This design comes from an exercise in tuning for small area and a short achievable clock period on the open sky130 flow, not from production work. RTL that was checked went through simulation tests only; none was proved equivalent to the original. No driver is modelled on the clock port, so clock power and skew are understated where the tree is cut down; a real chip needs a root buffer or a tree. Power figures rest on the tool's default switching activity, not on a simulated workload.

==> flow/design.v (excerpt) <==
module alu_top(clk, a, b, op, out, carry_out, over_flow, zero);
clock: 14.5 ns
lec_check: 0
cap_margin: 20
core_margin: 2
core_utilization: 40
place_density: 0.75
slew_margin: 20
synth_hierarchical: 1
standard.sh (not shown) runs the stock make flow with config.mk's settings and CLKGATE_MAP_FILE= SYNTH_SCRIPT=/design/flow/synth_recipe.tcl, a recipe that flattens the netlist after the stock synthesis.
==> flow/flow/run.sh <==
#!/bin/bash
# The standard layout (standard.sh) with these changes to how it is made:
#  - the port buffers are sky130 buf_1 rather than the resizer's default pick;
#  - before floorplanning every combinational cell is set to drive strength 1
#    (flow/downsize.tcl), so only the resizer's timing repair sizes cells up;
#  - the timing repair aims at a setup slack margin of SETUP_MARGIN ns;
#  - the clock port drives MCTS_K buffers that each drive the flip-flops of
#    one region (flow/cts_hook.tcl), instead of TritonCTS's two-level tree.
# Each tool's output goes to ORFS's own per-step logs under orfs/logs; make's
# output goes to standard.log.
export BUFFER_PORTS_ARGS="-buffer_cell sky130_fd_sc_hd__buf_1"
export SETUP_SLACK_MARGIN=${SETUP_MARGIN:-10.7}
export PRE_FLOORPLAN_TCL=$PWD/flow/downsize.tcl
export MCTS_K=${MCTS_K:-4}
export MCTS_CELL=${MCTS_CELL:-sky130_fd_sc_hd__buf_12}
export PRE_CTS_TCL=$PWD/flow/cts_hook.tcl
bash standard.sh > standard.log 2>&1
Other scripts of this flow, unchanged in this note and not shown: flow/flow/cts_hook.tcl, flow/flow/downsize.tcl
Then changed:
CORE_UTILIZATION = 30   (was 40)
PLACE_DENSITY = unset   (was 0.75)
The changed run went through all stages and came out clean. Final cell count grows by about 6.6%. Core utilization shrinks by 13 points. Critical path depth shrinks by 14. Final area grows by 1.1%. Power grows by 0.46%.
In every run of this note, the design's own scripts or RTL, not TritonCTS, make the clock network.

========
alu_top, a different RTL version from the one above (not shown whole).
Design alu_top, start of the top module:
module alu_top(clk, a, b, op, out, carry_out, over_flow, zero);
export LEC_CHECK = 0
export CAP_MARGIN = 20
export CORE_MARGIN = 2
export CORE_UTILIZATION = 40
export SLEW_MARGIN = 20
export SYNTH_HIERARCHICAL = 1
create_clock -name core_clock -period 14.5 [get_ports {clk}]
==> flow/flow/run.sh <==
#!/bin/bash
# The standard layout (standard.sh) with three changes to how it is made:
#  - the port buffers are sky130 buf_1 rather than the resizer's default pick;
#  - before floorplanning every combinational cell is set to drive strength 1
#    (flow/downsize.tcl), so only the resizer's timing repair sizes cells up;
#  - the timing repair aims at a setup slack margin of SETUP_MARGIN ns.
# Each tool's output goes to ORFS's own per-step logs under orfs/logs; make's
# output goes to standard.log.
export BUFFER_PORTS_ARGS="-buffer_cell sky130_fd_sc_hd__buf_1"
export SETUP_SLACK_MARGIN=${SETUP_MARGIN:-10.3}
export PRE_FLOORPLAN_TCL=$PWD/flow/downsize.tcl
bash standard.sh > standard.log 2>&1
==> flow/flow/downsize.tcl <==
# Start placement from the smallest drive of every combinational cell that
# synthesis sized up; the timing repair later in the flow sizes up again only
# the cells on paths that need it. Flip-flops are left as synthesis made them.
set db [ord::get_db]
set n 0
foreach inst [[ord::get_db_block] getInsts] {
  set m [[$inst getMaster] getName]
  if {[regexp {^(sky130_fd_sc_hd__([a-z0-9]+))_([0-9]+)$} $m -> base kind sz] && $sz > 1
      && ![string match df* $kind] && ![string match sdf* $kind] && ![string match dl* $kind]} {
    set nm [$db findMaster ${base}_1]
    if {$nm ne "NULL"} {
      $inst swapMaster $nm
      incr n
    }
  }
}
puts "downsize.tcl: $n cells set to drive strength 1"
The first run completed without violations.
Edit:
--- a/flow/flow/run.sh
+++ b/flow/flow/run.sh
@@ -9,3 +9,3 @@
 export BUFFER_PORTS_ARGS="-buffer_cell sky130_fd_sc_hd__buf_1"
-export SETUP_SLACK_MARGIN=${SETUP_MARGIN:-10.3}
+export SETUP_SLACK_MARGIN=${SETUP_MARGIN:-10.7}
 export PRE_FLOORPLAN_TCL=$PWD/flow/downsize.tcl
=> The changed run went through all stages and came out clean. Worst hold slack got worse by 14 ps. Final area rose by 7.1%. Synthesized cell count stays the same. Clock-buffer cell count fell by 1. Sequential power is about the same. Register-to-register slack improved by 190 ps. Non-clock buffer count rose by 12. Clock skew barely changes. Final cell count rose by 2.1%.
No functional check of the RTL was part of any run of this note.

re-timing with driven ports:
Ports are ideal in the flow. The routed layouts listed here were re-timed in OpenROAD.
Step 1 assumes that a clkbuf_16 drives the clock port and a buf_2 every other input.
Step 2 moves the port delays by t, midway between the first and last clock arrival at a register: inputs arrive t later, outputs are due t later. That takes back most of the time a late clock gives input paths.
Slacks: ideal / step 1 / step 2; pairs: ideal / step 1.
| run | t, ns | setup slack, ns | hold slack, ns | latest minus earliest clock arrival (ns) | slew at the worst register clock pin (ns) |
|---|---|---|---|---|---|
| the first run of note 1 | 0.208 | 10.886 / 10.858 / 10.886 | 0.643 / 0.643 / 0.643 | 0.004 / 0.005 | 0.10 / 0.10 |
| the second run of note 1 | 0.216 | 10.914 / 10.832 / 11.014 | 0.677 / 0.677 / 0.677 | 0.012 / 0.012 | 0.11 / 0.11 |
| the first run of note 2 | 0.389 | 10.664 / 10.664 / 10.664 | 0.654 / 0.654 / 0.654 | 0.010 / 0.011 | 0.09 / 0.09 |
| the second run of note 2 | 0.393 | 10.724 / 10.693 / 10.846 | 0.640 / 0.640 / 0.640 | 0.013 / 0.014 | 0.10 / 0.10 |
After both steps every run listed still meets setup and hold.
